Background: an optimization exercise with open tools, aiming at a short achievable clock period and few clock cycles. Do not read the settings as production practice.
No activity file was given, so power comes from the tool's default toggle rates.

== before ==
// wisc_proc
module wisc_proc (
	input clk,
	input rst,
	output [15:0] imem_addr,
	input [15:0] imem_rdata,
	output [15:0] dmem_addr,
	output [15:0] dmem_wdata,
	output dmem_en,
	output dmem_wr,
	input [15:0] dmem_rdata,
	output halt
	);
	localparam PRED = 1;
	localparam OP_HALT = 5'b00000, OP_NOP = 5'b00001;
	localparam OP_ADDI = 5'b01000, OP_SUBI = 5'b01001, OP_XORI = 5'b01010, OP_ANDNI = 5'b01011;
	localparam OP_ROLI = 5'b10100, OP_SLLI = 5'b10101, OP_RORI = 5'b10110, OP_SRLI = 5'b10111;
	localparam OP_ST = 5'b10000, OP_LD = 5'b10001, OP_STU = 5'b10011;
	localparam OP_BTR = 5'b11001, OP_ARI = 5'b11011, OP_SHR = 5'b11010;
	localparam OP_SEQ = 5'b11100, OP_SLT = 5'b11101, OP_SLE = 5'b11110, OP_SCO = 5'b11111;
	localparam OP_BEQZ = 5'b01100, OP_BNEZ = 5'b01101, OP_BLTZ = 5'b01110, OP_BGEZ = 5'b01111;
	localparam OP_LBI = 5'b11000, OP_SLBI = 5'b10010;
	localparam OP_J = 5'b00100, OP_JR = 5'b00101, OP_JAL = 5'b00110, OP_JALR = 5'b00111;
	reg [15:0] pc_f;
	reg        v_d;
	reg [15:0] ir_d, pcp2_d;
	reg        pred_d;
	reg        halted;
	reg        v_e;
	reg [15:0] a_e, b_e, sd_e;
	reg [2:0]  wr_e;
	reg        we_e, ld_e, st_e;
	reg        sub_e;                         
  ...
export LEC_CHECK = 0
export CAP_MARGIN = 20
export CORE_MARGIN = 2
export CORE_UTILIZATION = 40
export PLACE_DENSITY = 0.6
export SETUP_SLACK_MARGIN = 5
export SLEW_MARGIN = 20
export SYNTH_HIERARCHICAL = 1
export SYNTH_MINIMUM_KEEP_SIZE = 0
export TNS_END_PERCENT = 100
create_clock -name core_clock -period 10.5 [get_ports {clk}]
standard.sh (not shown) runs the stock make flow with config.mk's settings and CLKGATE_MAP_FILE= SYNTH_SCRIPT=/design/flow/synth_recipe.tcl, a recipe that flattens the netlist after the stock synthesis.
==> flow/flow/run.sh <==
#!/bin/bash
# Standard layout, with timing repair aimed well below the design's
# clock period (the constraints are unchanged; only the repair target).
set -euo pipefail
MARGIN=${MARGIN:-7.3}
bash standard.sh SETUP_SLACK_MARGIN=$MARGIN TNS_END_PERCENT=100 finish > standard.log 2>&1
What after does differently from before at the input level:
diff --git a/flow/design.v b/flow/design.v
--- a/flow/design.v
+++ b/flow/design.v
@@ -206,17 +206,26 @@
 			2'b10: btaken_e = a_e[15];
 			default: btaken_e = ~a_e[15];
 		endcase
 	end
 	wire mis_e = v_e & br_e & (btaken_e != bpred_e);
 	wire [15:0] mis_pc = btaken_e ? btgt_e : bfall_e;
 	wire [15:0] tgt_pc, tgt_jr_rf, tgt_jr_e;
 	ks_add16 u_add_pc (.a(pcp2_d), .b(i_j ? sx11 : sx8), .cin(1'b0), .s(tgt_pc), .cout());
-	ks_add16 u_add_jr (.a(rf_a), .b(sx8), .cin(1'b0), .s(tgt_jr_rf), .cout());
+	wire [15:0] jt0, jt1, jt2, jt3, jt4, jt5, jt6, jt7;
+	ks_add16 u_jt0 (.a(rf0), .b(sx8), .cin(1'b0), .s(jt0), .cout());
+	ks_add16 u_jt1 (.a(rf1), .b(sx8), .cin(1'b0), .s(jt1), .cout());
+	ks_add16 u_jt2 (.a(rf2), .b(sx8), .cin(1'b0), .s(jt2), .cout());
+	ks_add16 u_jt3 (.a(rf3), .b(sx8), .cin(1'b0), .s(jt3), .cout());
+	ks_add16 u_jt4 (.a(rf4), .b(sx8), .cin(1'b0), .s(jt4), .cout());
+	ks_add16 u_jt5 (.a(rf5), .b(sx8), .cin(1'b0), .s(jt5), .cout());
+	ks_add16 u_jt6 (.a(rf6), .b(sx8), .cin(1'b0), .s(jt6), .cout());
+	ks_add16 u_jt7 (.a(rf7), .b(sx8), .cin(1'b0), .s(jt7), .cout());
+	assign tgt_jr_rf = rfread(rs, jt0, jt1, jt2, jt3, jt4, jt5, jt6, jt7);
 	ks_add16 u_add_je (.a(fast_e), .b(sx8), .cin(1'b0), .s(tgt_jr_e), .cout());
 	wire [15:0] tgt_jr = hit_ea ? tgt_jr_e : tgt_jr_rf;
 	wire br_off = |ir_d[7:0];
 	wire br_now = i_br & br_off & ~br_late;
 	wire redir_t = (br_now & br_taken & ~pred_d) | (i_j & ~pred_d) | i_jr;    
 	wire redir_n = br_now & ~br_taken & pred_d;                              
 	wire redirect = vd & ~stall & (redir_t | redir_n);
 	wire [15:0] redir_pc = i_jr ? tgt_jr : redir_n ? pcp2_d : tgt_pc;
Taking before as 1.0, after lands at 1.3 on wire length after detailed routing.
Comparing power share of the sequential group for before and after, the bigger number came from before.
after against before: number of instances in the synthesized netlist higher, post-detailed-placement half-perimeter wirelength saw an increase, number of diodes grew by 1, clock-buffer cell count higher.
| sequential share of layout area | after vs before | 3.5 points lower |
after vs before — netlist area before placement climbed by more than a quarter
No run of this note included a check of the RTL's function; only the layout flow was run.

* * *

## main
wisc_proc, a different RTL version from the one above (not shown whole).
Size: roughly 85 I/O pins.
Design wisc_proc, start of the top module:
module wisc_proc (
	input clk,
	input rst,
	output [15:0] imem_addr,
	input [15:0] imem_rdata,
	output [15:0] dmem_addr,
	output [15:0] dmem_wdata,
	output dmem_en,
	output dmem_wr,
	input [15:0] dmem_rdata,
	output halt
	);
	localparam PRED = 1;
	localparam OP_HALT = 5'b00000, OP_NOP = 5'b00001;
	localparam OP_ADDI = 5'b01000, OP_SUBI = 5'b01001, OP_XORI = 5'b01010, OP_ANDNI = 5'b01011;
	localparam OP_ROLI = 5'b10100, OP_SLLI = 5'b10101, OP_RORI = 5'b10110, OP_SRLI = 5'b10111;
	localparam OP_ST = 5'b10000, OP_LD = 5'b10001, OP_STU = 5'b10011;
	localparam OP_BTR = 5'b11001, OP_ARI = 5'b11011, OP_SHR = 5'b11010;
	localparam OP_SEQ = 5'b11100, OP_SLT = 5'b11101, OP_SLE = 5'b11110, OP_SCO = 5'b11111;
	localparam OP_BEQZ = 5'b01100, OP_BNEZ = 5'b01101, OP_BLTZ = 5'b01110, OP_BGEZ = 5'b01111;
	localparam OP_LBI = 5'b11000, OP_SLBI = 5'b10010;
	localparam OP_J = 5'b00100, OP_JR = 5'b00101, OP_JAL = 5'b00110, OP_JALR = 5'b00111;
	reg [15:0] pc_f;
	reg        v_d;
	reg [15:0] ir_d, pcp2_d;
	reg        pred_d;
	reg        halted;
	reg        v_e;
	reg [15:0] a_e, b_e, sd_e;
	reg [2:0]  wr_e;
	reg        we_e, ld_e, st_e;
	reg        sub_e;                         
  ...
==> flow/config.mk <==
export PLATFORM = sky130hd
export DESIGN_NAME = wisc_proc
export DESIGN_NICKNAME = wisc_proc
export VERILOG_FILES = /design/flow/design.v
export SDC_FILE = /design/flow/constraint.sdc
export NUM_CORES = 4
export LEC_CHECK = 0
export CAP_MARGIN = 40
export CORE_MARGIN = 2
export CORE_UTILIZATION = 40
export PLACE_DENSITY = 0.6
export SETUP_SLACK_MARGIN = 5
export SLEW_MARGIN = 40
export SYNTH_HIERARCHICAL = 1
export SYNTH_MINIMUM_KEEP_SIZE = 0
export TNS_END_PERCENT = 100
==> flow/constraint.sdc <==
create_clock -name core_clock -period 10.5 [get_ports {clk}]
set_input_delay 2.1000 -clock core_clock [delete_from_list [all_inputs] [get_ports {clk}]]
set_output_delay 2.1000 -clock core_clock [all_outputs]
set_load 0.01 [all_outputs]
Scripts as last shown in full above: flow/flow/run.sh
> inputs changed (main -> the feature branch)
--- a/flow/design.v
+++ b/flow/design.v
@@ -71,25 +71,12 @@
 	input [15:0] d4, input [15:0] d5, input [15:0] d6, input [15:0] d7,
 	output [15:0] y
 	);
 	assign y = ({16{s[0]}} & d0) | ({16{s[1]}} & d1) | ({16{s[2]}} & d2) | ({16{s[3]}} & d3) |
 	           ({16{s[4]}} & d4) | ({16{s[5]}} & d5) | ({16{s[6]}} & d6) | ({16{s[7]}} & d7);
 endmodule
-module add_sx8 (
-	input [15:0] a,
-	input [7:0] imm,
-	output [15:0] s
-	);
-	wire [7:0] lo;
-	wire c8;
-	ks_add8 u_lo (.a(a[7:0]), .b(imm), .s(lo), .cout(c8));
-	wire [7:0] hm1 = a[15:8] - 8'd1;
-	wire [7:0] hp1 = a[15:8] + 8'd1;
-	wire [7:0] hi = c8 ? (imm[7] ? a[15:8] : hp1) : (imm[7] ? hm1 : a[15:8]);
-	assign s = {hi, lo};
-endmodule
 module wisc_proc (
 	input clk,
 	input rst,
 	output [15:0] imem_addr,
 	input [15:0] imem_rdata,
 	output [15:0] dmem_addr,
@@ -260,23 +247,23 @@
 	end
 	wire mis_e = v_e & br_e & (btaken_e != bpred_e);
 	wire [15:0] mis_pc = btaken_e ? btgt_e : bfall_e;
 	wire [15:0] tgt_pc, tgt_jr_rf, tgt_jr_e;
 	ks_add16 u_add_pc (.a(pcp2_d), .b(i_j ? sx11 : sx8), .cin(1'b0), .s(tgt_pc), .cout());
 	wire [15:0] jt0, jt1, jt2, jt3, jt4, jt5, jt6, jt7;
-	add_sx8 u_jt0 (.a(rf0), .imm(ir_d[7:0]), .s(jt0));
-	add_sx8 u_jt1 (.a(rf1), .imm(ir_d[7:0]), .s(jt1));
-	add_sx8 u_jt2 (.a(rf2), .imm(ir_d[7:0]), .s(jt2));
-	add_sx8 u_jt3 (.a(rf3), .imm(ir_d[7:0]), .s(jt3));
-	add_sx8 u_jt4 (.a(rf4), .imm(ir_d[7:0]), .s(jt4));
-	add_sx8 u_jt5 (.a(rf5), .imm(ir_d[7:0]), .s(jt5));
-	add_sx8 u_jt6 (.a(rf6), .imm(ir_d[7:0]), .s(jt6));
-	add_sx8 u_jt7 (.a(rf7), .imm(ir_d[7:0]), .s(jt7));
+	ks_add16 u_jt0 (.a(rf0), .b(sx8), .cin(1'b0), .s(jt0), .cout());
+	ks_add16 u_jt1 (.a(rf1), .b(sx8), .cin(1'b0), .s(jt1), .cout());
+	ks_add16 u_jt2 (.a(rf2), .b(sx8), .cin(1'b0), .s(jt2), .cout());
+	ks_add16 u_jt3 (.a(rf3), .b(sx8), .cin(1'b0), .s(jt3), .cout());
+	ks_add16 u_jt4 (.a(rf4), .b(sx8), .cin(1'b0), .s(jt4), .cout());
+	ks_add16 u_jt5 (.a(rf5), .b(sx8), .cin(1'b0), .s(jt5), .cout());
+	ks_add16 u_jt6 (.a(rf6), .b(sx8), .cin(1'b0), .s(jt6), .cout());
+	ks_add16 u_jt7 (.a(rf7), .b(sx8), .cin(1'b0), .s(jt7), .cout());
 	ao8x16 u_jtsel (.s(8'b1 << rs), .d0(jt0), .d1(jt1), .d2(jt2), .d3(jt3), .d4(jt4), .d5(jt5),
 		.d6(jt6), .d7(jt7), .y(tgt_jr_rf));
-	add_sx8 u_add_je (.a(fast_e), .imm(ir_d[7:0]), .s(tgt_jr_e));
+	ks_add16 u_add_je (.a(fast_e), .b(sx8), .cin(1'b0), .s(tgt_jr_e), .cout());
 	wire br_off = |ir_d[7:0];
 	wire br_now = i_br & br_off & ~br_late;
 	wire redir_t = (br_now & br_taken & ~pred_d) | (i_j & ~pred_d) | i_jr;    
 	wire redir_n = br_now & ~br_taken & pred_d;                              
 	wire redirect = vd & ~stall & (redir_t | redir_n);
 	wire imm_s5 = i_alui & ~op[1] | i_st | i_ld;      
--- outcome ---
Looking at slowest cell on the critical path, the sky130_fd_sc_hd__dfxtp_1 result is from the feature branch; the sky130_fd_sc_hd__or4b_4 one comes from main. When the final numbers for main and the feature branch were put side by side, the highest attainable clock frequency turned out to be greater in the feature branch. Number of iterations in the first detailed-routing pass: the feature branch > main. The feature branch does worse than main on leakage component of the power. main → the feature branch: minimum setup slack among reg-to-reg paths higher, count of vias placed by the detailed router higher. Looking at met1 track demand over resource, the feature branch sits 2.5 points above main.
Function was not checked in any run of this note: the RTL went through the layout flow alone.

port drivers added, routing unchanged:
The flow's constraints put no driver on any port. The routed layouts listed below were extracted and timed again, unchanged, in two steps.
Step 1, drivers: a clkbuf_16 drives clk and a buf_2 each remaining input, both assumed.
Step 2 adds t to the input delays and takes it off the output delays; t is the mean of the earliest and latest rising clock arrival at the registers after step 1. Input paths then give back, and output paths get back, about the clock's delay inside the block.
Slacks: ideal ports / drivers / drivers and shift; pairs: ideal ports / drivers.
run	t (ns)	setup slack, ns	worst data-port slew with drivers (ns)
before	0.635	6.290 / 6.307 / 5.672	0.07
after	0.658	6.474 / 6.487 / 5.834	0.12
main	0.665	6.360 / 6.360 / 6.115	0.11
the feature branch	0.631	6.704 / 6.704 / 6.162	0.06
After both steps setup and hold are still met in every run listed. The setup slack of after, which loses most, moves by +0.013 ns with the drivers and by -0.640 ns with both steps.
